From an optimization exercise on the open Yosys and OpenROAD flow, aimed at small area; shortcuts taken in it are not production practice.
Function was checked by simulation only, so behaviour that the tests miss may differ from the original.
Power figures rest on the tool's default switching activity, not on a simulated workload.

==> design.v <==
`timescale 1ns/10ps
module CannyEdge(dAddrRegRow, dAddrRegCol, bWE, bCE, InData, OutData,
	OPMode, bOPEnable, dReadReg, dWriteReg,	clk, rst_b);
input 	[2:0]	dAddrRegRow, dAddrRegCol;
input		bWE, bCE;
input 	[7:0] 	InData;
output 	[7:0] 	OutData;
reg     [7:0] 	OutData;
input 	[2:0]	OPMode;
input 		bOPEnable;
input 	[3:0]	dReadReg, dWriteReg;
input		clk, rst_b;
wire cmd_wr = rst_b & ~bCE & ~bWE;
wire cmd_rd = rst_b & ~bCE &  bWE;
wire cmd_op = rst_b &  bCE & ~bOPEnable;
wire cmd_cl = bCE & bOPEnable;
wire op0 = cmd_op & (OPMode == 3'd0);
wire op1 = cmd_op & (OPMode == 3'd1);
wire op2 = cmd_op & (OPMode == 3'd2);
wire op3 = cmd_op & (OPMode == 3'd3);
reg [2:0] cnt;
always @(posedge clk or negedge rst_b)
	if (!rst_b)
		cnt <= 3'd0;
	else if (cmd_cl)
		cnt <= 3'd0;
	else if (cmd_op & ~cnt[2])
		cnt <= cnt + 3'd1;
wire [2:0] r = dAddrRegRow, c = dAddrRegCol;
wire [4:0] rs = { r[2], r[1] & r[0], r[1] & ~r[0], ~r[1] & r[0], ~(r[2] | r[1] | r[0]) };
wire [4:0] cs = { c[2], c[1] & c[0], c[1] & ~c[0], ~c[1] & c[0], ~(c[2] | c[1] | c[0]) };
wire [24:0] es;	 
genvar gi;
generate for (gi = 0; gi < 25; gi = gi + 1) begin : ge
	assign es[gi] = rs[gi/5] & cs[gi%5];
end endgenerate
wire wsx = (dWriteReg == 4'd0);
wire wsy = (dWriteReg == 4'd1);
wire wsz = ~wsx & ~wsy;
reg [7:0] X [0:24];
wire [7:0] Dz = InData & {8{~bCE}};	 
wire [24:0] clr;
generate for (gi = 0; gi < 25; gi = gi + 1) begin : gxr
	always @(posedge clk)
		if ((cmd_wr & wsx & es[gi]) | clr[gi])
			X[gi] <= Dz;
end endgenerate
reg [2:0] ycls;
always @(posedge clk)
	if (cmd_wr & wsy & es[6])
		ycls <= (InData == 8'd0)   ? 3'd0 :
		        (InData == 8'd45)  ? 3'd1 :
		        (InData == 8'd90)  ? 3'd2 :
		        (InData == 8'd135) ? 3'd3 : 3'd4;
wire y0 = (ycls == 3'd0), y45 = (ycls == 3'd1), y90 = (ycls == 3'd2),
     y135 = (ycls == 3'd3), yoth = ycls[2];
reg [12:0] zf;	 
generate for (gi = 0; gi < 13; gi = gi + 1) begin : gz
	if ((gi % 5) < 3) begin : u
		always @(posedge clk)
			if (cmd_wr & wsz & es[gi])
				zf[gi] <= (dWriteReg == 4'd2) & (InData == 8'd1);
	end else begin : n
		always @(*) zf[gi] = 1'b0;
	end
end endgenerate
wire [3:0] slot_rd = {es[24]|es[9]|es[23]|es[22]|es[18]|es[17],
                      es[20]|es[3]|es[21]|es[14]|es[16]|es[13],
                      es[4]|es[5]|es[19]|es[10]|es[8]|es[11],
                      es[0]|es[1]|es[15]|es[2]|es[6]|es[7]|es[12]};
wire [6:0] lane_rd = {es[12],
                   es[7]|es[11]|es[13]|es[17],
                   es[6]|es[8]|es[16]|es[18],
                   es[2]|es[10]|es[14]|es[22],
                   es[15]|es[19]|es[21]|es[23],
                   es[1]|es[3]|es[5]|es[9],
                   es[0]|es[4]|es[20]|es[24]};
wire [3:0] slot_op = {cnt == 3'd3, cnt == 3'd2, cnt == 3'd1, cnt == 3'd0};
wire [1:0] pq = {ycls[1] ^ OPMode[0], ycls[0]};
wire ph = cnt[0];
reg [3:0] slot_pr;
reg [6:0] lane_pr;	 
always @(*)
	case ({pq, ph})
	3'b000: begin slot_pr = 4'b0001; lane_pr = 7'b0100000; end	 
	3'b001: begin slot_pr = 4'b0010; lane_pr = 7'b0000010; end	 
	3'b010: begin slot_pr = 4'b0001; lane_pr = 7'b0001000; end	 
	3'b011: begin slot_pr = 4'b0010; lane_pr = 7'b0001000; end	 
	3'b100: begin slot_pr = 4'b0010; lane_pr = 7'b0100000; end	 
	3'b101: begin slot_pr = 4'b0001; lane_pr = 7'b0000010; end	 
	3'b110: begin slot_pr = 4'b0001; lane_pr = 7'b0000001; end	 
	default: begin slot_pr = 4'b0001; lane_pr = 7'b1000000; end	 
	endcase
wire [3:0] ss = ~bCE ? slot_rd : OPMode[1] ? slot_pr : slot_op;
wire [6:0] lsel = ~bCE ? lane_rd : (lane_pr & {7{~ycls[2]}});
function [7:0] m4; input [3:0] s; input [7:0] a, b, c, d;
	m4 = ({8{s[0]}} & a) | ({8{s[1]}} & b) | ({8{s[2]}} & c) | ({8{s[3]}} & d);
endfunction
wire [7:0] LA = m4(ss, X[0], X[4], X[20], X[24]);
wire [7:0] LB = m4(ss, X[1], X[5], X[3], X[9]);
wire [7:0] LC = m4(ss, X[15], X[19], X[21], X[23]);
wire [7:0] LD = m4(ss, X[2], X[10], X[14], X[22]);
wire [7:0] LE = m4(ss, X[6], X[8], X[16], X[18]);
wire [7:0] LF = m4(ss, X[7], X[11], X[13], X[17]);
wire [7:0] LG = X[12];	 
wire [7:0] xr = ({8{lsel[0]}} & LA) | ({8{lsel[1]}} & LB) | ({8{lsel[2]}} & LC) |
                ({8{lsel[3]}} & LD) | ({8{lsel[4]}} & LE) | ({8{lsel[5]}} & LF) |
                ({8{lsel[6]}} & LG);
reg [14:0] gacc;
reg gcf;
wire gfirst = (cnt == 3'd0);
wire [14:0] gacc_in = gfirst ? {3'd0, X[12], 4'd0} : gacc;
wire gcf_in = gcf & ~gfirst;
wire ga_1 = LB[0] ^ LC[0];
wire ga_2 = LB[0] & LC[0];
wire ga_3 = LB[1] ^ LC[1] ^ ga_2;
wire ga_4 = (LB[1] & LC[1]) | (LB[1] & ga_2) | (LC[1] & ga_2);
wire ga_5 = LB[2] ^ LC[2] ^ ga_4;
wire ga_6 = (LB[2] & LC[2]) | (LB[2] & ga_4) | (LC[2] & ga_4);
wire ga_7 = LB[3] ^ LC[3] ^ ga_6;
wire ga_8 = (LB[3] & LC[3]) | (LB[3] & ga_6) | (LC[3] & ga_6);
wire ga_9 = LB[4] ^ LC[4] ^ ga_8;
wire ga_10 = (LB[4] & LC[4]) | (LB[4] & ga_8) | (LC[4] & ga_8);
wire ga_11 = LB[5] ^ LC[5] ^ ga_10;
wire ga_12 = (LB[5] & LC[5]) | (LB[5] & ga_10) | (LC[5] & ga_10);
wire ga_13 = LB[6] ^ LC[6] ^ ga_12;
wire ga_14 = (LB[6] & LC[6]) | (LB[6] & ga_12) | (LC[6] & ga_12);
wire ga_15 = LB[7] ^ LC[7] ^ ga_14;
wire ga_16 = (LB[7] & LC[7]) | (LB[7] & ga_14) | (LC[7] & ga_14);
wire [8:0] t3 = {ga_16, ga_15, ga_13, ga_11, ga_9, ga_7, ga_5, ga_3, ga_1};
wire ga_17 = gacc_in[0] ^ LA[0] ^ LE[0];
wire ga_18 = (gacc_in[0] & LA[0]) | (gacc_in[0] & LE[0]) | (LA[0] & LE[0]);
wire ga_19 = gacc_in[1] ^ LA[1] ^ LE[1];
wire ga_20 = (gacc_in[1] & LA[1]) | (gacc_in[1] & LE[1]) | (LA[1] & LE[1]);
wire ga_21 = LE[0] ^ LF[0] ^ t3[0];
wire ga_22 = (LE[0] & LF[0]) | (LE[0] & t3[0]) | (LF[0] & t3[0]);
wire ga_23 = ga_18 ^ ga_19 ^ t3[1];
wire ga_24 = (ga_18 & ga_19) | (ga_18 & t3[1]) | (ga_19 & t3[1]);
wire ga_25 = gacc_in[2] ^ LA[2] ^ LD[0];
wire ga_26 = (gacc_in[2] & LA[2]) | (gacc_in[2] & LD[0]) | (LA[2] & LD[0]);
wire ga_27 = LE[2] ^ LE[1] ^ LE[0];
wire ga_28 = (LE[2] & LE[1]) | (LE[2] & LE[0]) | (LE[1] & LE[0]);
wire ga_29 = LF[1] ^ ga_20 ^ ga_25;
wire ga_30 = (LF[1] & ga_20) | (LF[1] & ga_25) | (ga_20 & ga_25);
wire ga_31 = ga_27 ^ ga_22 ^ t3[1];
wire ga_32 = (ga_27 & ga_22) | (ga_27 & t3[1]) | (ga_22 & t3[1]);
wire ga_33 = ga_29 ^ t3[2] ^ ga_24;
wire ga_34 = (ga_29 & t3[2]) | (ga_29 & ga_24) | (t3[2] & ga_24);
wire ga_35 = gacc_in[3] ^ LA[3] ^ LD[1];
wire ga_36 = (gacc_in[3] & LA[3]) | (gacc_in[3] & LD[1]) | (LA[3] & LD[1]);
wire ga_37 = LE[3] ^ LE[2] ^ LE[1];
wire ga_38 = (LE[3] & LE[2]) | (LE[3] & LE[1]) | (LE[2] & LE[1]);
wire ga_39 = LF[2] ^ LF[0] ^ ga_26;
wire ga_40 = (LF[2] & LF[0]) | (LF[2] & ga_26) | (LF[0] & ga_26);
wire ga_41 = ga_28 ^ ga_35 ^ ga_37;
wire ga_42 = (ga_28 & ga_35) | (ga_28 & ga_37) | (ga_35 & ga_37);
wire ga_43 = ga_30 ^ ga_39 ^ ga_41;
wire ga_44 = (ga_30 & ga_39) | (ga_30 & ga_41) | (ga_39 & ga_41);
wire ga_45 = t3[2] ^ ga_32 ^ ga_43;
wire ga_46 = (t3[2] & ga_32) | (t3[2] & ga_43) | (ga_32 & ga_43);
wire ga_47 = t3[3] ^ ga_34 ^ ga_45;
wire ga_48 = (t3[3] & ga_34) | (t3[3] & ga_45) | (ga_34 & ga_45);
wire ga_49 = gacc_in[4] ^ LA[4] ^ LD[2];
wire ga_50 = (gacc_in[4] & LA[4]) | (gacc_in[4] & LD[2]) | (LA[4] & LD[2]);
wire ga_51 = LE[4] ^ LE[3] ^ LE[2];
wire ga_52 = (LE[4] & LE[3]) | (LE[4] & LE[2]) | (LE[3] & LE[2]);
wire ga_53 = LF[3] ^ LF[1] ^ ga_36;
wire ga_54 = (LF[3] & LF[1]) | (LF[3] & ga_36) | (LF[1] & ga_36);
wire ga_55 = ga_38 ^ ga_49 ^ ga_51;
wire ga_56 = (ga_38 & ga_49) | (ga_38 & ga_51) | (ga_49 & ga_51);
wire ga_57 = ga_40 ^ ga_42 ^ ga_53;
wire ga_58 = (ga_40 & ga_42) | (ga_40 & ga_53) | (ga_42 & ga_53);
wire ga_59 = ga_55 ^ ga_44 ^ ga_57;
wire ga_60 = (ga_55 & ga_44) | (ga_55 & ga_57) | (ga_44 & ga_57);
wire ga_61 = t3[3] ^ ga_46 ^ ga_59;
wire ga_62 = (t3[3] & ga_46) | (t3[3] & ga_59) | (ga_46 & ga_59);
wire ga_63 = t3[4] ^ ga_48 ^ ga_61;
wire ga_64 = (t3[4] & ga_48) | (t3[4] & ga_61) | (ga_48 & ga_61);
wire ga_65 = gacc_in[5] ^ LA[5] ^ LD[3];
wire ga_66 = (gacc_in[5] & LA[5]) | (gacc_in[5] & LD[3]) | (LA[5] & LD[3]);
wire ga_67 = LE[5] ^ LE[4] ^ LE[3];
wire ga_68 = (LE[5] & LE[4]) | (LE[5] & LE[3]) | (LE[4] & LE[3]);
wire ga_69 = LF[4] ^ LF[2] ^ ga_50;
wire ga_70 = (LF[4] & LF[2]) | (LF[4] & ga_50) | (LF[2] & ga_50);
wire ga_71 = ga_52 ^ ga_65 ^ ga_67;
wire ga_72 = (ga_52 & ga_65) | (ga_52 & ga_67) | (ga_65 & ga_67);
wire ga_73 = ga_54 ^ ga_56 ^ ga_69;
wire ga_74 = (ga_54 & ga_56) | (ga_54 & ga_69) | (ga_56 & ga_69);
wire ga_75 = ga_71 ^ ga_58 ^ ga_73;
wire ga_76 = (ga_71 & ga_58) | (ga_71 & ga_73) | (ga_58 & ga_73);
wire ga_77 = ga_60 ^ ga_75 ^ t3[4];
wire ga_78 = (ga_60 & ga_75) | (ga_60 & t3[4]) | (ga_75 & t3[4]);
wire ga_79 = ga_62 ^ t3[5] ^ ga_77;
wire ga_80 = (ga_62 & t3[5]) | (ga_62 & ga_77) | (t3[5] & ga_77);
wire ga_81 = gacc_in[6] ^ LA[6] ^ LD[4];
wire ga_82 = (gacc_in[6] & LA[6]) | (gacc_in[6] & LD[4]) | (LA[6] & LD[4]);
wire ga_83 = LE[6] ^ LE[5] ^ LE[4];
wire ga_84 = (LE[6] & LE[5]) | (LE[6] & LE[4]) | (LE[5] & LE[4]);
wire ga_85 = LF[5] ^ LF[3] ^ ga_66;
wire ga_86 = (LF[5] & LF[3]) | (LF[5] & ga_66) | (LF[3] & ga_66);
wire ga_87 = ga_68 ^ ga_81 ^ ga_83;
wire ga_88 = (ga_68 & ga_81) | (ga_68 & ga_83) | (ga_81 & ga_83);
wire ga_89 = ga_70 ^ ga_72 ^ ga_85;
wire ga_90 = (ga_70 & ga_72) | (ga_70 & ga_85) | (ga_72 & ga_85);
wire ga_91 = ga_87 ^ ga_74 ^ ga_89;
wire ga_92 = (ga_87 & ga_74) | (ga_87 & ga_89) | (ga_74 & ga_89);
wire ga_93 = ga_76 ^ ga_91 ^ t3[5];
wire ga_94 = (ga_76 & ga_91) | (ga_76 & t3[5]) | (ga_91 & t3[5]);
wire ga_95 = ga_78 ^ t3[6] ^ ga_80;
wire ga_96 = (ga_78 & t3[6]) | (ga_78 & ga_80) | (t3[6] & ga_80);
wire ga_97 = gacc_in[7] ^ LA[7] ^ LD[5];
wire ga_98 = (gacc_in[7] & LA[7]) | (gacc_in[7] & LD[5]) | (LA[7] & LD[5]);
wire ga_99 = LE[7] ^ LE[6] ^ LE[5];
wire ga_100 = (LE[7] & LE[6]) | (LE[7] & LE[5]) | (LE[6] & LE[5]);
wire ga_101 = LF[6] ^ LF[4] ^ ga_82;
wire ga_102 = (LF[6] & LF[4]) | (LF[6] & ga_82) | (LF[4] & ga_82);
wire ga_103 = ga_84 ^ ga_97 ^ ga_99;
wire ga_104 = (ga_84 & ga_97) | (ga_84 & ga_99) | (ga_97 & ga_99);
wire ga_105 = ga_86 ^ ga_88 ^ ga_101;
wire ga_106 = (ga_86 & ga_88) | (ga_86 & ga_101) | (ga_88 & ga_101);
wire ga_107 = ga_103 ^ ga_90 ^ ga_105;
wire ga_108 = (ga_103 & ga_90) | (ga_103 & ga_105) | (ga_90 & ga_105);
wire ga_109 = ga_92 ^ ga_107 ^ t3[6];
wire ga_110 = (ga_92 & ga_107) | (ga_92 & t3[6]) | (ga_107 & t3[6]);
wire ga_111 = ga_94 ^ t3[7] ^ ga_96;
wire ga_112 = (ga_94 & t3[7]) | (ga_94 & ga_96) | (t3[7] & ga_96);
wire ga_113 = gacc_in[8] ^ LD[6] ^ LE[7];
wire ga_114 = (gacc_in[8] & LD[6]) | (gacc_in[8] & LE[7]) | (LD[6] & LE[7]);
wire ga_115 = LE[6] ^ LF[7] ^ LF[5];
wire ga_116 = (LE[6] & LF[7]) | (LE[6] & LF[5]) | (LF[7] & LF[5]);
wire ga_117 = gcf_in ^ ga_98 ^ ga_100;
wire ga_118 = (gcf_in & ga_98) | (gcf_in & ga_100) | (ga_98 & ga_100);
wire ga_119 = ga_113 ^ ga_115 ^ ga_102;
wire ga_120 = (ga_113 & ga_115) | (ga_113 & ga_102) | (ga_115 & ga_102);
wire ga_121 = ga_104 ^ ga_117 ^ ga_106;
wire ga_122 = (ga_104 & ga_117) | (ga_104 & ga_106) | (ga_117 & ga_106);
wire ga_123 = ga_119 ^ ga_108 ^ ga_121;
wire ga_124 = (ga_119 & ga_108) | (ga_119 & ga_121) | (ga_108 & ga_121);
wire ga_125 = ga_123 ^ t3[8] ^ t3[7];
wire ga_126 = (ga_123 & t3[8]) | (ga_123 & t3[7]) | (t3[8] & t3[7]);
wire ga_127 = ga_110 ^ ga_112 ^ ga_125;
wire ga_128 = (ga_110 & ga_112) | (ga_110 & ga_125) | (ga_112 & ga_125);
wire ga_129 = gacc_in[9] ^ LD[7] ^ LE[7];
wire ga_130 = (gacc_in[9] & LD[7]) | (gacc_in[9] & LE[7]) | (LD[7] & LE[7]);
wire ga_131 = LF[6] ^ ga_114 ^ ga_116;
wire ga_132 = (LF[6] & ga_114) | (LF[6] & ga_116) | (ga_114 & ga_116);
wire ga_133 = ga_129 ^ ga_118 ^ ga_131;
wire ga_134 = (ga_129 & ga_118) | (ga_129 & ga_131) | (ga_118 & ga_131);
wire ga_135 = ga_120 ^ ga_133 ^ ga_122;
wire ga_136 = (ga_120 & ga_133) | (ga_120 & ga_122) | (ga_133 & ga_122);
wire ga_137 = ga_124 ^ ga_135 ^ t3[8];
wire ga_138 = (ga_124 & ga_135) | (ga_124 & t3[8]) | (ga_135 & t3[8]);
wire ga_139 = ga_126 ^ ga_137 ^ ga_128;
wire ga_140 = (ga_126 & ga_137) | (ga_126 & ga_128) | (ga_137 & ga_128);
wire ga_141 = gacc_in[10] ^ LF[7] ^ ga_130;
wire ga_142 = (gacc_in[10] & LF[7]) | (gacc_in[10] & ga_130) | (LF[7] & ga_130);
wire ga_143 = ga_132 ^ ga_141 ^ ga_134;
wire ga_144 = (ga_132 & ga_141) | (ga_132 & ga_134) | (ga_141 & ga_134);
wire ga_145 = ga_143 ^ ga_136 ^ ga_138;
wire ga_146 = (ga_143 & ga_136) | (ga_143 & ga_138) | (ga_136 & ga_138);
wire ga_147 = gacc_in[11] ^ ga_142 ^ ga_144;
wire ga_148 = (gacc_in[11] & ga_142) | (gacc_in[11] & ga_144) | (ga_142 & ga_144);
wire ga_149 = t3[0] ^ ga_17;
wire ga_150 = t3[0] & ga_17;
wire ga_151 = ga_21 ^ ga_23 ^ ga_150;
wire ga_152 = (ga_21 & ga_23) | (ga_21 & ga_150) | (ga_23 & ga_150);
wire ga_153 = ga_31 ^ ga_33 ^ ga_152;
wire ga_154 = (ga_31 & ga_33) | (ga_31 & ga_152) | (ga_33 & ga_152);
wire ga_155 = ga_47 ^ ga_154;
wire ga_156 = ga_47 & ga_154;
wire ga_157 = ga_63 ^ ga_156;
wire ga_158 = ga_63 & ga_156;
wire ga_159 = ga_64 ^ ga_79 ^ ga_158;
wire ga_160 = (ga_64 & ga_79) | (ga_64 & ga_158) | (ga_79 & ga_158);
wire ga_161 = ga_93 ^ ga_95 ^ ga_160;
wire ga_162 = (ga_93 & ga_95) | (ga_93 & ga_160) | (ga_95 & ga_160);
wire ga_163 = ga_109 ^ ga_111 ^ ga_162;
wire ga_164 = (ga_109 & ga_111) | (ga_109 & ga_162) | (ga_111 & ga_162);
wire ga_165 = ga_145 ^ ga_140;
wire ga_166 = ga_145 & ga_140;
wire ga_167 = ga_147 ^ ga_146 ^ ga_166;
wire ga_168 = (ga_147 & ga_146) | (ga_147 & ga_166) | (ga_146 & ga_166);
wire ga_169 = gacc_in[12] ^ ga_148 ^ ga_168;
wire ga_170 = (gacc_in[12] & ga_148) | (gacc_in[12] & ga_168) | (ga_148 & ga_168);
wire ga_171 = gacc_in[13] ^ ga_170;
wire ga_172 = gacc_in[13] & ga_170;
wire ga_173 = gacc_in[14] ^ ga_172;
wire ga_174 = gacc_in[14] & ga_172;
wire [14:0] gnext = {ga_173, ga_171, ga_169, ga_167, ga_165, ga_139, ga_127, ga_163, ga_161, ga_159, ga_157, ga_155, ga_153, ga_151, ga_149};
wire gcf_next = ga_164;
always @(posedge clk) if (op0 & ~cnt[2]) begin
	gacc <= gnext;
	gcf <= gcf_next;
end
wire [7:0] gf = {gacc[14:8] + {6'd0, gcf}, gacc[7]};
wire [7:0] X0 = X[0], X1 = X[1], X2 = X[2], X5 = X[5], X7 = X[7], X10 = X[10], X11 = X[11], X12 = X[12];
wire gsel = ~cnt[1] & ~cnt[2];	 
wire ngsel = ~gsel;
wire [7:0] wa = gsel ? X7 : X1, wb = gsel ? X5 : X11;
wire sb_1 = X2[0] ^ ~X10[0] ^ 1'b1;
wire sb_2 = (X2[0] & ~X10[0]) | (X2[0] & 1'b1) | (~X10[0] & 1'b1);
wire sb_3 = X2[1] ^ ~X10[1] ^ sb_2;
wire sb_4 = (X2[1] & ~X10[1]) | (X2[1] & sb_2) | (~X10[1] & sb_2);
wire sb_5 = X2[2] ^ ~X10[2] ^ sb_4;
wire sb_6 = (X2[2] & ~X10[2]) | (X2[2] & sb_4) | (~X10[2] & sb_4);
wire sb_7 = X2[3] ^ ~X10[3] ^ sb_6;
wire sb_8 = (X2[3] & ~X10[3]) | (X2[3] & sb_6) | (~X10[3] & sb_6);
wire sb_9 = X2[4] ^ ~X10[4] ^ sb_8;
wire sb_10 = (X2[4] & ~X10[4]) | (X2[4] & sb_8) | (~X10[4] & sb_8);
wire sb_11 = X2[5] ^ ~X10[5] ^ sb_10;
wire sb_12 = (X2[5] & ~X10[5]) | (X2[5] & sb_10) | (~X10[5] & sb_10);
wire sb_13 = X2[6] ^ ~X10[6] ^ sb_12;
wire sb_14 = (X2[6] & ~X10[6]) | (X2[6] & sb_12) | (~X10[6] & sb_12);
wire sb_15 = X2[7] ^ ~X10[7] ^ sb_14;
wire sb_16 = (X2[7] & ~X10[7]) | (X2[7] & sb_14) | (~X10[7] & sb_14);
wire sb_17 = 1'b1 ^ sb_16;
wire [8:0] sS = {sb_17, sb_15, sb_13, sb_11, sb_9, sb_7, sb_5, sb_3, sb_1};
wire sb_19 = X12[0] ^ ~X0[0] ^ 1'b1;
wire sb_20 = (X12[0] & ~X0[0]) | (X12[0] & 1'b1) | (~X0[0] & 1'b1);
wire sb_21 = X12[1] ^ ~X0[1] ^ sb_20;
wire sb_22 = (X12[1] & ~X0[1]) | (X12[1] & sb_20) | (~X0[1] & sb_20);
wire sb_23 = X12[2] ^ ~X0[2] ^ sb_22;
wire sb_24 = (X12[2] & ~X0[2]) | (X12[2] & sb_22) | (~X0[2] & sb_22);
wire sb_25 = X12[3] ^ ~X0[3] ^ sb_24;
wire sb_26 = (X12[3] & ~X0[3]) | (X12[3] & sb_24) | (~X0[3] & sb_24);
wire sb_27 = X12[4] ^ ~X0[4] ^ sb_26;
wire sb_28 = (X12[4] & ~X0[4]) | (X12[4] & sb_26) | (~X0[4] & sb_26);
wire sb_29 = X12[5] ^ ~X0[5] ^ sb_28;
wire sb_30 = (X12[5] & ~X0[5]) | (X12[5] & sb_28) | (~X0[5] & sb_28);
wire sb_31 = X12[6] ^ ~X0[6] ^ sb_30;
wire sb_32 = (X12[6] & ~X0[6]) | (X12[6] & sb_30) | (~X0[6] & sb_30);
wire sb_33 = X12[7] ^ ~X0[7] ^ sb_32;
wire sb_34 = (X12[7] & ~X0[7]) | (X12[7] & sb_32) | (~X0[7] & sb_32);
wire sb_35 = 1'b1 ^ sb_34;
wire [8:0] sT = {sb_35, sb_33, sb_31, sb_29, sb_27, sb_25, sb_23, sb_21, sb_19};
wire sb_37 = wa[0] ^ ~wb[0] ^ 1'b1;
wire sb_38 = (wa[0] & ~wb[0]) | (wa[0] & 1'b1) | (~wb[0] & 1'b1);
wire sb_39 = wa[1] ^ ~wb[1] ^ sb_38;
wire sb_40 = (wa[1] & ~wb[1]) | (wa[1] & sb_38) | (~wb[1] & sb_38);
wire sb_41 = wa[2] ^ ~wb[2] ^ sb_40;
wire sb_42 = (wa[2] & ~wb[2]) | (wa[2] & sb_40) | (~wb[2] & sb_40);
wire sb_43 = wa[3] ^ ~wb[3] ^ sb_42;
wire sb_44 = (wa[3] & ~wb[3]) | (wa[3] & sb_42) | (~wb[3] & sb_42);
wire sb_45 = wa[4] ^ ~wb[4] ^ sb_44;
wire sb_46 = (wa[4] & ~wb[4]) | (wa[4] & sb_44) | (~wb[4] & sb_44);
wire sb_47 = wa[5] ^ ~wb[5] ^ sb_46;
wire sb_48 = (wa[5] & ~wb[5]) | (wa[5] & sb_46) | (~wb[5] & sb_46);
wire sb_49 = wa[6] ^ ~wb[6] ^ sb_48;
wire sb_50 = (wa[6] & ~wb[6]) | (wa[6] & sb_48) | (~wb[6] & sb_48);
wire sb_51 = wa[7] ^ ~wb[7] ^ sb_50;
wire sb_52 = (wa[7] & ~wb[7]) | (wa[7] & sb_50) | (~wb[7] & sb_50);
wire sb_53 = 1'b1 ^ sb_52;
wire [8:0] sW = {sb_53, sb_51, sb_49, sb_47, sb_45, sb_43, sb_41, sb_39, sb_37};
wire [8:0] sTn = sT ^ {9{ngsel}};	 
wire sb_55 = sTn[0] ^ ngsel ^ sS[0];
wire sb_56 = (sTn[0] & ngsel) | (sTn[0] & sS[0]) | (ngsel & sS[0]);
wire sb_57 = sTn[1] ^ sW[0] ^ sS[1];
wire sb_58 = (sTn[1] & sW[0]) | (sTn[1] & sS[1]) | (sW[0] & sS[1]);
wire sb_59 = sb_56 ^ sb_57;
wire sb_60 = sb_56 & sb_57;
wire sb_61 = sTn[2] ^ sW[1] ^ sS[2];
wire sb_62 = (sTn[2] & sW[1]) | (sTn[2] & sS[2]) | (sW[1] & sS[2]);
wire sb_63 = sb_58 ^ sb_60 ^ sb_61;
wire sb_64 = (sb_58 & sb_60) | (sb_58 & sb_61) | (sb_60 & sb_61);
wire sb_65 = sTn[3] ^ sW[2] ^ sS[3];
wire sb_66 = (sTn[3] & sW[2]) | (sTn[3] & sS[3]) | (sW[2] & sS[3]);
wire sb_67 = sb_62 ^ sb_64 ^ sb_65;
wire sb_68 = (sb_62 & sb_64) | (sb_62 & sb_65) | (sb_64 & sb_65);
wire sb_69 = sTn[4] ^ sW[3] ^ sS[4];
wire sb_70 = (sTn[4] & sW[3]) | (sTn[4] & sS[4]) | (sW[3] & sS[4]);
wire sb_71 = sb_66 ^ sb_68 ^ sb_69;
wire sb_72 = (sb_66 & sb_68) | (sb_66 & sb_69) | (sb_68 & sb_69);
wire sb_73 = sTn[5] ^ sW[4] ^ sS[5];
wire sb_74 = (sTn[5] & sW[4]) | (sTn[5] & sS[5]) | (sW[4] & sS[5]);
wire sb_75 = sb_70 ^ sb_72 ^ sb_73;
wire sb_76 = (sb_70 & sb_72) | (sb_70 & sb_73) | (sb_72 & sb_73);
wire sb_77 = sTn[6] ^ sW[5] ^ sS[6];
wire sb_78 = (sTn[6] & sW[5]) | (sTn[6] & sS[6]) | (sW[5] & sS[6]);
wire sb_79 = sb_74 ^ sb_76 ^ sb_77;
wire sb_80 = (sb_74 & sb_76) | (sb_74 & sb_77) | (sb_76 & sb_77);
wire sb_81 = sTn[7] ^ sW[6] ^ sS[7];
wire sb_82 = (sTn[7] & sW[6]) | (sTn[7] & sS[7]) | (sW[6] & sS[7]);
wire sb_83 = sb_78 ^ sb_80 ^ sb_81;
wire sb_84 = (sb_78 & sb_80) | (sb_78 & sb_81) | (sb_80 & sb_81);
wire sb_85 = ~sTn[8] ^ sW[7] ^ ~sS[8];
wire sb_86 = (~sTn[8] & sW[7]) | (~sTn[8] & ~sS[8]) | (sW[7] & ~sS[8]);
wire sb_87 = sb_82 ^ sb_85 ^ sb_84;
wire sb_88 = (sb_82 & sb_85) | (sb_82 & sb_84) | (sb_85 & sb_84);
wire sb_89 = ~sW[8] ^ sb_86 ^ sb_88;
wire sb_90 = (~sW[8] & sb_86) | (~sW[8] & sb_88) | (sb_86 & sb_88);
wire sb_91 = 1'b1 ^ sb_90;
wire [10:0] g = {sb_91, sb_89, sb_87, sb_83, sb_79, sb_75, sb_71, sb_67, sb_63, sb_59, sb_55};
reg sg;
always @(posedge clk) sg <= g[10];
wire [9:0] ap = g[9:0] ^ {10{sg}};	 
reg [7:0] r_grad;
reg [1:0] r_dir;	 
reg sxr;
wire [9:0] axp = {r_dir, r_grad};
wire [9:0] ayp = ap;
wire sx = sxr, sy = sg;
wire sb_93 = axp[0] ^ ayp[0] ^ sx;
wire sb_94 = (axp[0] & ayp[0]) | (axp[0] & sx) | (ayp[0] & sx);
wire sb_95 = sy ^ sb_93;
wire sb_96 = sy & sb_93;
wire sb_97 = axp[1] ^ ayp[1] ^ sb_94;
wire sb_98 = (axp[1] & ayp[1]) | (axp[1] & sb_94) | (ayp[1] & sb_94);
wire sb_99 = sb_96 ^ sb_97;
wire sb_100 = sb_96 & sb_97;
wire sb_101 = axp[2] ^ ayp[2] ^ sb_98;
wire sb_102 = (axp[2] & ayp[2]) | (axp[2] & sb_98) | (ayp[2] & sb_98);
wire sb_103 = sb_100 ^ sb_101;
wire sb_104 = sb_100 & sb_101;
wire sb_105 = axp[3] ^ ayp[3] ^ sb_102;
wire sb_106 = (axp[3] & ayp[3]) | (axp[3] & sb_102) | (ayp[3] & sb_102);
wire sb_107 = sb_104 ^ sb_105;
wire sb_108 = sb_104 & sb_105;
wire sb_109 = axp[4] ^ ayp[4] ^ sb_106;
wire sb_110 = (axp[4] & ayp[4]) | (axp[4] & sb_106) | (ayp[4] & sb_106);
wire sb_111 = sb_108 ^ sb_109;
wire sb_112 = sb_108 & sb_109;
wire sb_113 = axp[5] ^ ayp[5] ^ sb_110;
wire sb_114 = (axp[5] & ayp[5]) | (axp[5] & sb_110) | (ayp[5] & sb_110);
wire sb_115 = sb_112 ^ sb_113;
wire sb_116 = sb_112 & sb_113;
wire sb_117 = axp[6] ^ ayp[6] ^ sb_114;
wire sb_118 = (axp[6] & ayp[6]) | (axp[6] & sb_114) | (ayp[6] & sb_114);
wire sb_119 = sb_116 ^ sb_117;
wire sb_120 = sb_116 & sb_117;
wire sb_121 = axp[7] ^ ayp[7] ^ sb_118;
wire sb_122 = (axp[7] & ayp[7]) | (axp[7] & sb_118) | (ayp[7] & sb_118);
wire sb_123 = sb_120 ^ sb_121;
wire sb_124 = sb_120 & sb_121;
wire sb_125 = axp[8] ^ ayp[8] ^ sb_122;
wire sb_126 = (axp[8] & ayp[8]) | (axp[8] & sb_122) | (ayp[8] & sb_122);
wire sb_127 = sb_124 ^ sb_125;
wire sb_128 = sb_124 & sb_125;
wire sb_129 = axp[9] ^ ayp[9] ^ sb_126;
wire sb_130 = (axp[9] & ayp[9]) | (axp[9] & sb_126) | (ayp[9] & sb_126);
wire sb_131 = sb_128 ^ sb_129;
wire sb_132 = sb_128 & sb_129;
wire sb_133 = sb_130 ^ sb_132;
wire [10:0] gsum2 = {sb_133, sb_131, sb_127, sb_123, sb_119, sb_115, sb_111, sb_107, sb_103, sb_99, sb_95};
wire sb_135 = axp[0] ^ sx;
wire sb_136 = axp[0] & sx;
wire sb_137 = axp[1] ^ ~ayp[0] ^ ~sy;
wire sb_138 = (axp[1] & ~ayp[0]) | (axp[1] & ~sy) | (~ayp[0] & ~sy);
wire sb_139 = sb_136 ^ sb_137;
wire sb_140 = sb_136 & sb_137;
wire sb_141 = axp[2] ^ ~ayp[1] ^ sb_138;
wire sb_142 = (axp[2] & ~ayp[1]) | (axp[2] & sb_138) | (~ayp[1] & sb_138);
wire sb_143 = sb_140 ^ sb_141;
wire sb_144 = sb_140 & sb_141;
wire sb_145 = axp[3] ^ ~ayp[2] ^ sb_142;
wire sb_146 = (axp[3] & ~ayp[2]) | (axp[3] & sb_142) | (~ayp[2] & sb_142);
wire sb_147 = sb_144 ^ sb_145;
wire sb_148 = sb_144 & sb_145;
wire sb_149 = axp[4] ^ ~ayp[3] ^ sb_146;
wire sb_150 = (axp[4] & ~ayp[3]) | (axp[4] & sb_146) | (~ayp[3] & sb_146);
wire sb_151 = sb_148 ^ sb_149;
wire sb_152 = sb_148 & sb_149;
wire sb_153 = axp[5] ^ ~ayp[4] ^ sb_150;
wire sb_154 = (axp[5] & ~ayp[4]) | (axp[5] & sb_150) | (~ayp[4] & sb_150);
wire sb_155 = sb_152 ^ sb_153;
wire sb_156 = sb_152 & sb_153;
wire sb_157 = axp[6] ^ ~ayp[5] ^ sb_154;
wire sb_158 = (axp[6] & ~ayp[5]) | (axp[6] & sb_154) | (~ayp[5] & sb_154);
wire sb_159 = sb_156 ^ sb_157;
wire sb_160 = sb_156 & sb_157;
wire sb_161 = axp[7] ^ ~ayp[6] ^ sb_158;
wire sb_162 = (axp[7] & ~ayp[6]) | (axp[7] & sb_158) | (~ayp[6] & sb_158);
wire sb_163 = sb_160 ^ sb_161;
wire sb_164 = sb_160 & sb_161;
wire sb_165 = axp[8] ^ ~ayp[7] ^ sb_162;
wire sb_166 = (axp[8] & ~ayp[7]) | (axp[8] & sb_162) | (~ayp[7] & sb_162);
wire sb_167 = sb_164 ^ sb_165;
wire sb_168 = sb_164 & sb_165;
wire sb_169 = axp[9] ^ ~ayp[8] ^ sb_166;
wire sb_170 = (axp[9] & ~ayp[8]) | (axp[9] & sb_166) | (~ayp[8] & sb_166);
wire sb_171 = sb_168 ^ sb_169;
wire sb_172 = sb_168 & sb_169;
wire sb_173 = ~ayp[9] ^ sb_170 ^ sb_172;
wire sb_174 = (~ayp[9] & sb_170) | (~ayp[9] & sb_172) | (sb_170 & sb_172);
wire sb_175 = 1'b1 ^ sb_174;
wire [11:0] dd = {sb_175, sb_173, sb_171, sb_167, sb_163, sb_159, sb_155, sb_151, sb_147, sb_143, sb_139, sb_135};
wire sb_177 = axp[0] ^ sx ^ dd[2];
wire sb_178 = (axp[0] & sx) | (axp[0] & dd[2]) | (sx & dd[2]);
wire sb_179 = axp[1] ^ dd[3] ^ sb_178;
wire sb_180 = (axp[1] & dd[3]) | (axp[1] & sb_178) | (dd[3] & sb_178);
wire sb_181 = axp[2] ^ dd[4] ^ sb_180;
wire sb_182 = (axp[2] & dd[4]) | (axp[2] & sb_180) | (dd[4] & sb_180);
wire sb_183 = axp[3] ^ dd[5] ^ sb_182;
wire sb_184 = (axp[3] & dd[5]) | (axp[3] & sb_182) | (dd[5] & sb_182);
wire sb_185 = axp[4] ^ dd[6] ^ sb_184;
wire sb_186 = (axp[4] & dd[6]) | (axp[4] & sb_184) | (dd[6] & sb_184);
wire sb_187 = axp[5] ^ dd[7] ^ sb_186;
wire sb_188 = (axp[5] & dd[7]) | (axp[5] & sb_186) | (dd[7] & sb_186);
wire sb_189 = axp[6] ^ dd[8] ^ sb_188;
wire sb_190 = (axp[6] & dd[8]) | (axp[6] & sb_188) | (dd[8] & sb_188);
wire sb_191 = axp[7] ^ dd[9] ^ sb_190;
wire sb_192 = (axp[7] & dd[9]) | (axp[7] & sb_190) | (dd[9] & sb_190);
wire sb_193 = axp[8] ^ sb_192 ^ dd[10];
wire sb_194 = (axp[8] & sb_192) | (axp[8] & dd[10]) | (sb_192 & dd[10]);
wire sb_195 = axp[9] ^ 1'b1 ^ ~dd[11];
wire sb_196 = (axp[9] & 1'b1) | (axp[9] & ~dd[11]) | (1'b1 & ~dd[11]);
wire sb_197 = sb_194 ^ sb_195;
wire sb_198 = sb_194 & sb_195;
wire sb_199 = 1'b1 ^ sb_196 ^ sb_198;
wire sb_200 = (1'b1 & sb_196) | (1'b1 & sb_198) | (sb_196 & sb_198);
wire sb_201 = 1'b1 ^ sb_200;
wire [13:0] ee = {sb_201, sb_199, sb_197, sb_193, sb_191, sb_189, sb_187, sb_185, sb_183, sb_181, sb_179, sb_177, dd[1], dd[0]};
wire le1 = ~dd[11];	 
wire le5 = ~ee[13];	 
wire [1:0] dirn = le1 ? 2'd0 : le5 ? ((sx == sy) ? 2'd1 : 2'd3) : 2'd2;
always @(posedge clk)
	if (op1 & (cnt == 3'd1)) begin
		{r_dir, r_grad} <= ap;
		sxr <= sg;
	end else if (op1 & (cnt == 3'd3)) begin
		r_grad <= gsum2[10:3];
		r_dir  <= dirn;
	end
function hi; input [7:0] v; hi = (v >= 8'd15); endfunction
wire ge6 = (X[6] >= xr);	 
wire hin = hi(xr);		 
reg nf;			 
always @(posedge clk) nf <= OPMode[0] ? hin : ge6;
wire at1 = (cnt == 3'd1);
wire keep = ~ycls[2] & nf & ge6;
wire nms = op2 & at1;
assign clr[7]  = nms & keep & (ycls[1:0] == 2'd0);
assign clr[5]  = nms & keep & (ycls[1:0] == 2'd0);
assign clr[2]  = nms & keep & (ycls[1:0] == 2'd1);
assign clr[10] = nms & keep & (ycls[1:0] == 2'd1);
assign clr[11] = nms & keep & (ycls[1:0] == 2'd2);
assign clr[1]  = nms & keep & (ycls[1:0] == 2'd2);
assign clr[0]  = nms & keep & (ycls[1:0] == 2'd3);
assign clr[12] = nms & keep & (ycls[1:0] == 2'd3);
assign clr[6]  = nms & ~keep;
assign clr[3] = 1'b0; assign clr[4] = 1'b0; assign clr[8] = 1'b0; assign clr[9] = 1'b0;
generate for (gi = 13; gi < 25; gi = gi + 1) begin : gc
	assign clr[gi] = 1'b0;
end endgenerate
wire nb_z  = (y0 & (zf[1] | zf[11])) | (y45 & (zf[0] | zf[12])) |
             (y90 & (zf[5] | zf[7])) | (y135 & (zf[2] | zf[10])) | (yoth & zf[6]);
wire th = hi(X[6]) | (~(X[6] <= 8'd10) & (nf | hin | nb_z));
reg r_th;
always @(posedge clk) if (op3 & at1) r_th <= th;
wire [7:0] dirv = {r_dir == 2'd3, r_dir == 2'd2, r_dir == 2'd1, r_dir == 2'd2,
                   r_dir[0] ^ r_dir[1], r_dir[0], r_dir[1], r_dir[0]};
always @(posedge clk)
	if (cmd_rd)
		case (dReadReg)
		4'd0: OutData <= gf;
		4'd1: OutData <= r_grad;
		4'd2: OutData <= dirv;
		4'd3: OutData <= xr;
		4'd4: OutData <= {7'd0, r_th};
		default: OutData <= 8'd0;
		endcase
endmodule
==> flow/run.sh <==
#!/bin/bash
# Layout flow.
#  1. the standard synthesis (standard.sh synth).
#  2. The same synthesis script once more, with yosys synth's -noabc, so that
#     the full adders written in the RTL reach extract_fa unchanged (fewer
#     inverters), and with an area-oriented script (abc_map_area.script) for
#     the final ABC mapping. regmap.py checks that it has exactly the standard
#     synthesis's registers (paired by Q net, same cell types) and gives them
#     the standard instance names; if not, the standard netlist is used.
#  3. invopt.py removes inverters around full adders (same function, same
#     registers).
#  4. the standard layout from that netlist, with the port buffers made of
#     the smallest buffer and clock tree synthesis without dummy loads.
# Each tool's output goes to a log file of its own in this folder.
set -euo pipefail
R="$PWD/orfs/results/sky130hd/CannyEdge/base"
bash standard.sh synth > synth.log 2>&1
cp "$R/1_2_yosys.v" std_1_2_yosys.v
{
  sed -n '1p' synth_recipe.tcl | sed 's/yosys synth -nofsm -noshare /yosys synth -nofsm -noshare -noabc /'
  echo 'proc abc {args} {'
  echo '  set i [lsearch $args -script]'
  echo "  if { \$i >= 0 } { lset args [expr {\$i + 1}] $PWD/flow/abc_map_area.script }"
  echo '  yosys abc {*}$args'
  echo '}'
  sed -n '2,$p' synth_recipe.tcl
} > synth_noabc.tcl
sed -e "s|SYNTH_SCRIPT=[^ ]*|SYNTH_SCRIPT=$PWD/synth_noabc.tcl|" \
    -e "s|WORK_HOME=[^ ]*|WORK_HOME=$PWD/orfs_alt|" standard.sh > standard_alt.sh
SRC=std_1_2_yosys.v
if bash standard_alt.sh synth > synth_alt.log 2>&1 &&
   python3 flow/regmap.py std_1_2_yosys.v orfs_alt/results/sky130hd/CannyEdge/base/1_2_yosys.v alt_1_2_yosys.v > regmap.log 2>&1; then
  SRC=alt_1_2_yosys.v
fi
echo "netlist: $SRC" >> regmap.log
python3 flow/invopt.py "$SRC" "$R/1_2_yosys.v" > invopt.log 2>&1
rm -f "$R/1_synth.odb" "$R/1_synth.sdc"
export BUFFER_PORTS_ARGS="-buffer_cell sky130_fd_sc_hd__buf_1"
export CTS_ARGS="-sink_clustering_enable -repair_clock_nets -sink_clustering_size 14 -sink_clustering_max_diameter 80 -buf_list sky130_fd_sc_hd__clkbuf_8 -dont_use_dummy_load"
bash standard.sh > layout.log 2>&1
==> flow/abc_map_area.script <==
strash
dc2
dch
map -a
topo
stime -c
dnsize -c
==> flow/invopt.py <==
#!/usr/bin/env python3
"""Removes inverters around full adders in a mapped sky130hd netlist.

A full adder is self-dual: FA(~a,~b,~c) = (~sum, ~cout). For each fa cell,
this script flips it (feeds it the complement of each input and complements
both outputs) when that lowers the number of inverters: an input driven by an
inverter is fed from the inverter's input instead, and an output that drives
inverters feeds their loads directly. Inverters left without loads are
deleted. The function of the netlist is unchanged; registers are untouched.

usage: invopt.py in.v out.v
"""
import re, sys
from collections import defaultdict

src = open(sys.argv[1]).read()
m_mod = re.search(r'^module .*?;\n', src, re.S | re.M)
body_start = m_mod.end()
end = src.rindex('endmodule')
body = src[body_start:end]
cell_re = re.compile(r'^\s*(sky130_fd_sc_hd__\w+)\s+(\\\S+\s|\S+)\s*\((.*?)\);\n', re.S | re.M)
pin_re = re.compile(r'\.(\w+)\(\s*(.*?)\s*\)(?:,|\s*$)', re.S)

decl_lines = []
cells = {}
order = []
pos = 0
first_cell = None
for m in cell_re.finditer(body):
    if first_cell is None:
        first_cell = m.start()
    typ, name, pins = m.group(1), m.group(2).strip(), m.group(3)
    pd = {}
    for pm in pin_re.finditer(pins):
        pd[pm.group(1)] = pm.group(2).strip()
    cells[name] = {'type': typ, 'pins': pd}
    order.append(name)
decls = body[:first_cell]
rest = cell_re.sub('', body[first_cell:])
if rest.strip():
    sys.exit("unexpected netlist content: " + rest.strip()[:200])

OUTPINS = {'X', 'Y', 'Q', 'Q_N', 'SUM', 'COUT', 'HI', 'LO'}
ports = set()
for m in re.finditer(r'^\s*(input|output)\s+(\[\d+:\d+\]\s+)?(\S+);', decls, re.M):
    ports.add(m.group(3))

def is_port(net):
    base = net.split('[')[0]
    return base in ports or net in ports

drv = {}
loads = defaultdict(set)
def rebuild():
    drv.clear(); loads.clear()
    for n, c in cells.items():
        for p, net in c['pins'].items():
            if p in OUTPINS:
                drv[net] = (n, p)
            else:
                loads[net].add((n, p))
rebuild()

def is_inv(n):
    return n in cells and (cells[n]['type'].startswith('sky130_fd_sc_hd__inv_') or cells[n]['type'].startswith('sky130_fd_sc_hd__clkinv_'))

def inv_of(net):
    """an existing inverter whose input is net, or None"""
    for (c, p) in loads.get(net, ()):
        if is_inv(c):
            return c
    return None

cnt = [0]
newwires = []
def newnet():
    cnt[0] += 1
    n = f"_invopt_n{cnt[0]}_"
    newwires.append(n)
    return n

def newinv(a, y):
    cnt[0] += 1
    name = f"_invopt_i{cnt[0]}_"
    cells[name] = {'type': 'sky130_fd_sc_hd__inv_1', 'pins': {'A': a, 'Y': y}}
    order.append(name)
    drv[y] = (name, 'Y'); loads[a].add((name, 'A'))
    return name

def connect(c, p, net):
    old = cells[c]['pins'][p]
    loads[old].discard((c, p))
    cells[c]['pins'][p] = net
    loads[net].add((c, p))

def delete_if_dead(c):
    if c in cells and is_inv(c):
        y = cells[c]['pins']['Y']
        if not loads.get(y) and not is_port(y):
            a = cells[c]['pins']['A']
            loads[a].discard((c, 'A'))
            del drv[y]
            del cells[c]
            return True
    return False

def gain(f):
    c = cells[f]
    g = 0
    for p in ('A', 'B', 'CIN'):
        n = c['pins'][p]
        d = drv.get(n)
        if d and is_inv(d[0]):
            if len(loads[n]) == 1 and not is_port(n):
                g += 1
        elif n.startswith("1'") or n.startswith("1'b"):
            pass
        else:
            if inv_of(n) is None:
                g -= 1
    for p in ('SUM', 'COUT'):
        n = c['pins'][p]
        if is_port(n):
            return -99
        ls = loads.get(n, set())
        invs = [x for x in ls if is_inv(x[0])]
        others = [x for x in ls if not is_inv(x[0])]
        g += len(invs)
        if others:
            g -= 1
    return g

def flip(f):
    c = cells[f]
    for p in ('A', 'B', 'CIN'):
        n = c['pins'][p]
        d = drv.get(n)
        if n in ("1'h0", "1'b0"):
            connect(f, p, "1'h1")
        elif n in ("1'h1", "1'b1"):
            connect(f, p, "1'h0")
        elif d and is_inv(d[0]):
            src_net = cells[d[0]]['pins']['A']
            connect(f, p, src_net)
            delete_if_dead(d[0])
        else:
            i = inv_of(n)
            if i is None:
                y = newnet()
                newinv(n, y)
                connect(f, p, y)
            else:
                connect(f, p, cells[i]['pins']['Y'])
    for p in ('SUM', 'COUT'):
        n = c['pins'][p]
        pn = newnet()
        del drv[n]
        c['pins'][p] = pn
        drv[pn] = (f, p)
        ls = list(loads.get(n, set()))
        for (lc, lp) in ls:
            if is_inv(lc):
                y = cells[lc]['pins']['Y']
                for (c2, p2) in list(loads.get(y, set())):
                    connect(c2, p2, pn)
                if is_port(y):
                    # keep the inverter as a buffer-less path is not possible
                    continue
                loads[n].discard((lc, 'A'))
                del drv[y]
                del cells[lc]
        if loads.get(n):
            newinv(pn, n)

def ninv():
    return sum(1 for c in cells if is_inv(c))

before = ninv()
fas = [n for n in order if cells[n]['type'].startswith('sky130_fd_sc_hd__fa_')]
def descend():
    changed = True
    p = 0
    while changed and p < 50:
        changed = False
        p += 1
        for f in fas:
            if gain(f) > 0:
                flip(f)
                changed = True
    return p
passes = descend()
# plateau moves: flip adders whose flip keeps the count, then descend again;
# deterministic order, stop when a round brings no gain
for rnd in range(20):
    start = ninv()
    for f in fas:
        if gain(f) == 0:
            flip(f)
            descend()
    if ninv() >= start:
        break
after = ninv()
print(f"inverters: {before} -> {after} (greedy, then plateau moves)", file=sys.stderr)

def fmt(net):
    return net + ' ' if net.startswith('\\') else net

out = [src[:body_start], decls]
for w in newwires:
    out.append(f"  wire {w};\n")
for n in order:
    if n not in cells:
        continue
    c = cells[n]
    pins = ",\n".join(f"    .{p}({fmt(v)})" for p, v in c['pins'].items())
    out.append(f"  {c['type']} {fmt(n)} (\n{pins}\n  );\n")
out.append(src[end:])
open(sys.argv[2], 'w').write("".join(out))
==> flow/regmap.py <==
#!/usr/bin/env python3
"""Gives the registers of an alternative synthesis netlist the instance names
of the standard synthesis.

usage: regmap.py std.v alt.v out.v

Registers are paired by the net on their Q pin. The script fails (exit 1),
writing nothing, unless both netlists have the same number of registers, each
Q net appears once in each, and paired registers have the same cell type.
"""
import re, sys

SEQ = re.compile(r'sky130_fd_sc_hd__(?:s?e?df\w*|dl\w*)_\d+$')
cell_re = re.compile(r'^(\s*)(sky130_fd_sc_hd__\w+)\s+(\\\S+\s|\S+)(\s*\()(.*?\);\n)', re.S | re.M)

def regs(txt):
    out = {}
    for m in cell_re.finditer(txt):
        typ, name = m.group(2), m.group(3).strip()
        if SEQ.match(typ):
            q = re.search(r'\.Q\(\s*(.*?)\s*\)', m.group(5))
            if not q:
                sys.exit(f"register {name} without Q pin")
            q = q.group(1)
            if q in out:
                sys.exit(f"Q net {q} driven twice")
            out[q] = (typ, name)
    return out

std = open(sys.argv[1]).read()
alt = open(sys.argv[2]).read()
rs, ra = regs(std), regs(alt)
if set(rs) != set(ra):
    sys.exit(f"register sets differ: {sorted(set(rs) ^ set(ra))[:10]}")
for q in rs:
    if rs[q][0] != ra[q][0]:
        sys.exit(f"register on {q}: {rs[q][0]} vs {ra[q][0]}")
newname = {ra[q][1]: rs[q][1] for q in rs}
stdnames = set(newname.values())
taken = set(m.group(3).strip() for m in cell_re.finditer(alt))
def fmt(n):
    return n + ' ' if n.startswith('\\') else n
k = [0]
def sub(m):
    name = m.group(3).strip()
    if name in newname:
        name = newname[name]
    elif name in stdnames:
        k[0] += 1
        name = f"_regmap_c{k[0]}_"
        assert name not in taken
    return f"{m.group(1)}{m.group(2)} {fmt(name)}{m.group(4)}{m.group(5)}"
out = cell_re.sub(sub, alt)
chk = regs(out)
assert all(chk[q] == rs[q] for q in rs)
open(sys.argv[3], 'w').write(out)
print(f"{len(rs)} registers renamed to the standard synthesis names, {k[0]} other cells renamed")
==> standard.sh <==
#!/bin/bash
# synth_recipe.tcl (not shown) runs the flow's synth.tcl, then flattens the netlist and writes it again
# the make line also repeats each setting of config.mk as NAME=value (left out here)
make -C /OpenROAD-flow-scripts/flow DESIGN_CONFIG=/design/flow/config.mk WORK_HOME=/design/flow/orfs CLKGATE_MAP_FILE= SYNTH_SCRIPT=/design/flow/synth_recipe.tcl "${@:-finish}"
==> config.mk <==
export PLATFORM = sky130hd
export DESIGN_NAME = CannyEdge
export DESIGN_NICKNAME = CannyEdge
export VERILOG_FILES = /design/flow/design.v
export SDC_FILE = /design/flow/constraint.sdc
export NUM_CORES = 4
export LEC_CHECK = 0
export CAP_MARGIN = 20
export CORE_MARGIN = 2
export CORE_UTILIZATION = 70
export GPL_TIMING_DRIVEN = 0
export PLACE_DENSITY = 0.8
export SLEW_MARGIN = 20
==> constraint.sdc <==
create_clock -name core_clock -period 12.0 [get_ports {clk}]
set_input_delay 2.4000 -clock core_clock [delete_from_list [all_inputs] [get_ports {clk}]]
set_output_delay 2.4000 -clock core_clock [all_outputs]
set_load 0.01 [all_outputs]
==> results of run 1 <==
==> stage by stage <==
step	TNS [ps]	utilization
finish	0	0.771
global route	0	0.771
floorplan	0	-
detailed placement	-398	0.755
global placement	-111350	0.737
CTS	0	0.770
==> cell type report <==
class	instances	share of cell area
sequential	253	0.485
inverter	144	0.0350
timing repair buffer	54	0.0252
tap	270	0.0217
multi-input combinational	737	0.414
clock buffer	22	0.0194
==> final timing paths <==
| check | end | slack, ps | depth (start not counted) |
|---|---|---|---|
| worst max register to register | gacc[14]$_DFFE_PP_ | 1910 | 24 |
| min in group asynchronous | cnt[2]$_DFFE_PN0P_ | 1670 | 1 |
| worst min register to register | cnt[2]$_DFFE_PN0P_ | 650 | 2 |
| max in group asynchronous | cnt[1]$_DFFE_PN0P_ | 10110 | 1 |
| worst max-delay path | gacc[14]$_DFFE_PP_ | 410 | 24 |
| worst min-delay path | cnt[2]$_DFFE_PN0P_ | 650 | 2 |
==> what timing repair did <==
action,4_1_cts,5_1_grt
resized for setup,0,1
buffers inserted,0,0
setup endpoints to repair,0,2
hold buffers,0,0
==> layer usage <==
| metal | global-route usage | wire length, microns | share of wire | vias up |
|---|---|---|---|---|
| met3 | 0.0846 | 3820 | 0.11 | 92 |
| li1 | - | - | - | 4221 |
| met2 | 0.539 | 17000 | 0.47 | 537 |
| met5 | 0 | 0 | 0 | - |
| met1 | 0.480 | 13900 | 0.39 | 4686 |
| met4 | 0.128 | 1350 | 0.038 | 0 |
==> tightest hold or removal path, delay by kind of cell (launching register included) <==
kind / cells / cell delay, ps
AO/OA/AOI/OAI: 2 / 180
flip-flops: 1 / 430
==> registers in the layout, indices dropped and copies added, names as in the netlist, 2 cells and up <==
register / cells
cnt: 3
r_dir: 2
X: 200
gacc: 15
r_grad: 8
OutData: 8
zf: 9
ycls: 3
==> placed cells by master, fill, tap and decap left out, types with 7 or more instances in the layout <==
cell / n
a21oi_1: 29
a22oi_1: 93
buf_1: 36
clkbuf_8: 22
clkinv_1: 137
edfxtp_1: 248
fa_1: 138
ha_1: 47
nand2_1: 143
nand3_1: 24
nand4_1: 13
nor2_1: 75
nor3_1: 18
nor3_2: 7
o211ai_1: 26
o21ai_0: 34
o21ai_1: 10
o221ai_1: 7
xnor2_1: 13
==> where the power goes <==
group	total [mW]	switching, mW	internal (mW)
sequential	1.21	0.0205	1.19
combinational	2.47	1.35	1.12
clock	0.431	0.267	0.164
total	4.12	1.64	2.48
==> flow_results.xml, run 1 <==
<?xml version="1.0" encoding="UTF-8"?>
<metrics>
  <group name="hold_path">
    <metric name="timing.hold.worst.start" unit="">cnt[2]$_DFFE_PN0P_</metric>
    <metric name="min-delay-path-class" unit="">reg -&gt; reg</metric>
  </group>
  <group name="global_route">
    <metric name="grt_max_degree" unit="">41</metric>
    <metric name="grt_pass1_vias" unit="">9581</metric>
    <metric name="antenna_violations_before_repair" unit="">0</metric>
    <metric name="globalRouteOverflowTotal" unit="">0</metric>
    <metric name="wire_length_of_the_first_global_routing_pass" unit="mm">54.9</metric>
    <metric name="track_usage" unit="">0.344</metric>
  </group>
  <group name="routing">
    <metric name="detail_route.wl_per_cell" unit="microns">24.4</metric>
    <metric name="routed_via_density" unit="">6.44</metric>
    <metric name="post_route_ant_nets" unit="">0</metric>
    <metric name="drt-initial-drc-count" unit="">1145</metric>
    <metric name="drt_pass1_iterations" unit="">6</metric>
    <metric name="remaining_drc_errors" unit="">0</metric>
    <metric name="finalWirelength" unit="mm">36.1</metric>
    <metric name="vias" unit="">9536</metric>
  </group>
  <group name="sta">
    <metric name="timing.final.max_slew_violations" unit="">0</metric>
    <metric name="slew_at_the_pin_closest_to_its_max_slew_limit" unit="ps">1210</metric>
    <metric name="finalWorstPathRequiredPeriod" unit="ps">11590</metric>
    <metric name="final.hold.worst_slack" unit="ps">654</metric>
    <metric name="max_freq" unit="MHz">86.3</metric>
    <metric name="final_min_period_over_clock_period" unit="">0.966</metric>
    <metric name="timing.slew.headroom" unit="">0.188</metric>
    <metric name="setup_viol_count_final" unit="">0</metric>
    <metric name="grt_setup_unrepaired" unit="">no</metric>
    <metric name="timing.final.hold_violations" unit="">0</metric>
    <metric name="finalWorstSetupSlack" unit="ps">409</metric>
    <metric name="timing.clock.skew" unit="ps">79.4</metric>
  </group>
  <group name="critical_path">
    <metric name="worst-path-max-fanout" unit="">20</metric>
    <metric name="regToRegStartpoint" unit="">cnt[0]$_DFFE_PN0P_</metric>
    <metric name="critical_path_arrival" unit="ps">11890</metric>
    <metric name="crit_path_required_time" unit="ps">12300</metric>
    <metric name="critPathKind" unit="">in -&gt; reg</metric>
    <metric name="worst_path_dominant_cell_family" unit="">adder cells</metric>
    <metric name="worstPathCellList" unit="">buf_2 -&gt; clkinv_1 -&gt; nor2_1 -&gt; nand2_1 -&gt; nand3_1 -&gt; clkinvlp_4 -&gt; buf_8 -&gt; a22oi_1 -&gt; nand2_1 -&gt; fa_1 -&gt; fa_1 -&gt; fa_1 -&gt; fa_1 -&gt; fa_1 -&gt; fa_1 -&gt; fa_1 -&gt; fa_1 -&gt; fa_1 -&gt; fa_1 -&gt; ha_1 -&gt; fa_1 -&gt; fa_1 -&gt; ha_1 -&gt; xnor2_1</metric>
    <metric name="cp.buffers_inverters" unit="">4</metric>
    <metric name="critical-path-max-stage-delay" unit="ps">800</metric>
    <metric name="worst_setup_path_startpoint" unit="">bCE</metric>
    <metric name="path_common_cell" unit="">fa_1</metric>
    <metric name="worstSetupEndpointType" unit="">flip-flop</metric>
    <metric name="worst_setup_path_start_kind" unit="">input pin</metric>
    <metric name="critPathSlowestCell" unit="">nand3_1</metric>
  </group>
  <group name="floorplan">
    <metric name="die_x_extent" unit="microns">148</metric>
    <metric name="boundaryPins" unit="">38</metric>
    <metric name="die_height" unit="microns">148</metric>
    <metric name="std_cell_rows" unit="">52</metric>
    <metric name="design.die.area" unit="sq mm">0.0218</metric>
    <metric name="core-area" unit="sq mm">0.0202</metric>
    <metric name="start_util" unit="">0.714</metric>
  </group>
  <group name="clock_tree">
    <metric name="tritoncts" unit="">built</metric>
    <metric name="cts_inserted_buffers" unit="">22</metric>
    <metric name="clock-sinks" unit="">253</metric>
    <metric name="cts_htree_levels" unit="">1</metric>
    <metric name="clock_latency" unit="ps">580</metric>
    <metric name="clk_root_buffer_cell" unit="">clkbuf_8</metric>
    <metric name="max-clock-path-buffers" unit="">3</metric>
    <metric name="clock_pin_slew_worst_setup_and_hold_paths" unit="ps">110</metric>
  </group>
  <group name="layout">
    <metric name="postLayoutCellArea" unit="sq mm">0.0156</metric>
    <metric name="antenna_cells" unit="">0</metric>
    <metric name="final_layout_size_suffix_gt1_frac" unit="">0.0545</metric>
    <metric name="multi_input_comb_area" unit="sq mm">0.00646</metric>
    <metric name="syn2layout_area_growth" unit="%">8.03</metric>
    <metric name="final_nets" unit="">1427</metric>
    <metric name="finish.cell_count_without_fillers" unit="">1480</metric>
    <metric name="final.fill_count" unit="">1307</metric>
    <metric name="seq_area" unit="sq mm">0.00756</metric>
  </group>
  <group name="place">
    <metric name="post_dp_cell_area" unit="sq mm">0.0153</metric>
    <metric name="port_buffers" unit="">37</metric>
    <metric name="placement.setup.worst_slack" unit="ps">-216</metric>
    <metric name="gp_congestion" unit="">0.952</metric>
    <metric name="post-place-cells" unit="">1458</metric>
    <metric name="post-dp-hpwl" unit="mm">27.8</metric>
  </group>
  <group name="power_and_ir_drop">
    <metric name="power.density" unit="mW/mm^2">264</metric>
    <metric name="vdd.ir_drop.worst" unit="mV">0.203</metric>
    <metric name="totalPowerFinal" unit="mW">4.12</metric>
    <metric name="power.leakage" unit="nW">5.11</metric>
  </group>
  <group name="yosys">
    <metric name="post_synth.cell_area_avg" unit="sq um">12.7</metric>
    <metric name="netlist_area" unit="sq mm">0.0144</metric>
    <metric name="syn-instance-count" unit="">1134</metric>
    <metric name="yosysWarningCount" unit="">2</metric>
    <metric name="syn_nets" unit="">1349</metric>
  </group>
  <group name="run">
    <metric name="max_cap_viol_count" unit="">0</metric>
  </group>
  <group name="run_status">
    <metric name="outcome" unit="">timing/DRC/antenna clean</metric>
  </group>
</metrics>
==> run 2, diff against run 1 <==
--- a/config.mk
+++ b/config.mk
@@ -9,5 +9,4 @@
 export CORE_MARGIN = 2
 export CORE_UTILIZATION = 70
-export GPL_TIMING_DRIVEN = 0
 export PLACE_DENSITY = 0.8
 export SLEW_MARGIN = 20
==> run 2 against run 1 <==
Fmax grew 8.3%. Die area is the same. Highest routed layer unchanged. Core utilization shrank 0.32 points. Global-route usage grew 1.9 points. Sequential power is essentially flat. Still clean.
==> flow_results.xml, run 2 <==
<?xml version="1.0" encoding="UTF-8"?>
<metrics>
  <group name="power_and_ir_drop">
    <metric name="seq_pwr_share" unit="">0.297</metric>
    <metric name="p_sw" unit="mW">1.62</metric>
    <metric name="power.leakage" unit="nW">5.14</metric>
    <metric name="power.density" unit="mW/mm^2">262</metric>
    <metric name="sw_frac_of_total" unit="">0.397</metric>
    <metric name="totalPowerFinal" unit="mW">4.08</metric>
    <metric name="combPwrFrac" unit="">0.598</metric>
    <metric name="share_of_power_burned_in_the_clock_network" unit="">0.105</metric>
  </group>
  <group name="critical_path">
    <metric name="critPathKind" unit="">in -&gt; reg</metric>
    <metric name="worst_setup_path_start_kind" unit="">input pin</metric>
    <metric name="setup.reg_to_reg.worst_slack" unit="ps">3020</metric>
    <metric name="worstSetupEndpointType" unit="">flip-flop</metric>
    <metric name="crit_path_required_time" unit="ps">12280</metric>
    <metric name="rr_worst_depth" unit="">24</metric>
    <metric name="worst_setup_path_startpoint" unit="">bCE</metric>
    <metric name="regToRegStartpoint" unit="">cnt[0]$_DFFE_PN0P_</metric>
    <metric name="critical_path_arrival" unit="ps">10980</metric>
    <metric name="worst-path-max-fanout" unit="">20</metric>
  </group>
  <group name="floorplan">
    <metric name="boundaryPins" unit="">38</metric>
    <metric name="core-area" unit="sq mm">0.0202</metric>
    <metric name="die_x_extent" unit="microns">148</metric>
    <metric name="design.die.area" unit="sq mm">0.0218</metric>
    <metric name="start_util" unit="">0.714</metric>
    <metric name="die_height" unit="microns">148</metric>
  </group>
  <group name="sta">
    <metric name="fin_tns_setup" unit="ps">0</metric>
    <metric name="final_min_period_over_clock_period" unit="">0.892</metric>
    <metric name="grt_setup_unrepaired" unit="">no</metric>
    <metric name="timing.slew.headroom" unit="">0.195</metric>
    <metric name="finalWorstPathRequiredPeriod" unit="ps">10700</metric>
    <metric name="timing.final.max_slew_violations" unit="">0</metric>
    <metric name="setup_viol_count_final" unit="">0</metric>
  </group>
  <group name="yosys">
    <metric name="syn-instance-count" unit="">1134</metric>
    <metric name="yosysWarningCount" unit="">2</metric>
    <metric name="netlist_area" unit="sq mm">0.0144</metric>
    <metric name="syn_nets" unit="">1349</metric>
    <metric name="post_synth.cell_area_avg" unit="sq um">12.7</metric>
  </group>
  <group name="routing">
    <metric name="remaining_drc_errors" unit="">0</metric>
    <metric name="routed_via_density" unit="">6.49</metric>
    <metric name="finalWirelength" unit="mm">38.4</metric>
    <metric name="drt_pass1_iterations" unit="">6</metric>
    <metric name="vias" unit="">9698</metric>
    <metric name="detail_route.wl_per_cell" unit="microns">25.7</metric>
    <metric name="post_route_ant_nets" unit="">0</metric>
  </group>
  <group name="hold_path">
    <metric name="holdPathEnd" unit="">OutData[0]$_DFFE_PP_</metric>
    <metric name="timing.hold.worst.start" unit="">r_th$_DFFE_PP_</metric>
    <metric name="min-delay-path-class" unit="">reg -&gt; reg</metric>
  </group>
  <group name="clock_tree">
    <metric name="clock_latency" unit="ps">560</metric>
    <metric name="clock_pin_slew_worst_setup_and_hold_paths" unit="ps">90</metric>
    <metric name="max-clock-path-buffers" unit="">3</metric>
    <metric name="cts_htree_levels" unit="">1</metric>
    <metric name="clock-sinks" unit="">253</metric>
    <metric name="hold_buffers" unit="">0</metric>
    <metric name="clk_root_buffer_cell" unit="">clkbuf_8</metric>
    <metric name="tritoncts" unit="">built</metric>
  </group>
  <group name="place">
    <metric name="post-dp-hpwl" unit="mm">29.6</metric>
    <metric name="port_buffers" unit="">37</metric>
    <metric name="gp_congestion" unit="">1.06</metric>
  </group>
  <group name="layout">
    <metric name="syn2layout_area_growth" unit="%">7.59</metric>
    <metric name="max_reg_flops" unit="">200</metric>
    <metric name="top_regs" unit="">X: 200 flops, gacc: 15 flops, zf: 9 flops</metric>
    <metric name="regMostFlops" unit="">X</metric>
    <metric name="antenna_cells" unit="">0</metric>
    <metric name="final_cell_mix" unit="">edfxtp_1, nand2_1, clkinv_1, fa_1, a22oi_1</metric>
    <metric name="layout.cells.most_common" unit="">edfxtp_1</metric>
  </group>
  <group name="global_route">
    <metric name="antenna_violations_before_repair" unit="">0</metric>
    <metric name="track_usage" unit="">0.363</metric>
    <metric name="grt_max_degree" unit="">41</metric>
    <metric name="wire_length_of_the_first_global_routing_pass" unit="mm">57.5</metric>
    <metric name="grt_pass1_vias" unit="">9960</metric>
  </group>
  <group name="run_status">
    <metric name="outcome" unit="">timing/DRC/antenna clean</metric>
  </group>
  <group name="run">
    <metric name="max_cap_viol_count" unit="">0</metric>
  </group>
</metrics>
[run 2: through the flow]
step	setup slack [ps]	util	cells	hold WS, ps	area (sq um)
after floorplan	120	-	1134	512	14400
final	1300	0.768	1495	645	15500
after detailed placement	872	0.752	1473	613	15200
after global placement	921	0.752	1473	602	15200
after CTS	1400	0.767	1495	643	15500
after global routing	994	0.768	1495	670	15500
[run 2: how the worst max path moves through the flow]
stage                         endpoint  slack (ps)  depth (start not counted)
finish              gacc[14]$_DFFE_PP_        1300                         23
detailed placement  gacc[14]$_DFFE_PP_         870                         23
global placement    gacc[14]$_DFFE_PP_         920                         23
CTS                 gacc[14]$_DFFE_PP_        1400                         23
floorplan           gacc[14]$_DFFE_PP_         120                         21
global route        gacc[14]$_DFFE_PP_         990                         26
[run 2: power by group through the flow]
stage | logic (mW) | registers (mW) | clock network, mW
2_1_floorplan | 1.84 | 1.23 | 0
3_3_place_gp | 2.34 | 1.23 | 0
3_5_place_dp | 2.44 | 1.23 | 0
4_1_cts | 2.44 | 1.21 | 0.430
5_1_grt | 2.86 | 1.21 | 0.457
6_report | 2.44 | 1.21 | 0.428
[run 2: layout make-up]
type	count	area (sq um)
Clock buffer	22	303
Fill cell	1250	4700
Inverter	144	541
Multi-Input combinational cell	737	6400
Sequential cell	253	7560
Tap cell	270	338
Timing Repair Buffer	69	392
[run 2: worst max-delay path, stage by stage]
cell and delay (ps):
buf_1 70, buf_4 260, clkinv_1 370, nor2_1 290, clkinv_1 190, o22ai_2 690
buf_4 400, clkinv_1 240, o211ai_1 690, fa_1 570, fa_1 410, fa_1 570
fa_1 430, fa_1 400, fa_1 390, fa_1 410, fa_1 450, fa_1 420
ha_1 220, fa_1 380, fa_1 380, ha_1 210, xnor2_1 140
[run 2: per-layer routing]
layer / part of all wire / global-route usage / up-vias
li1: - / - / 4251
met1: 0.37 / 0.490 / 4758
met2: 0.47 / 0.584 / 589
met3: 0.11 / 0.0944 / 100
met4: 0.042 / 0.131 / 0
met5: 0 / 0 / -

Re-timed with assumed drivers on the ports (clkbuf_16 on the clock, buf_2 on other inputs), run 2 has 1.317 ns of setup slack against 1.300 ns with ideal ports, and 0.742 ns once port delays also move by the mid clock arrival of 0.575 ns.
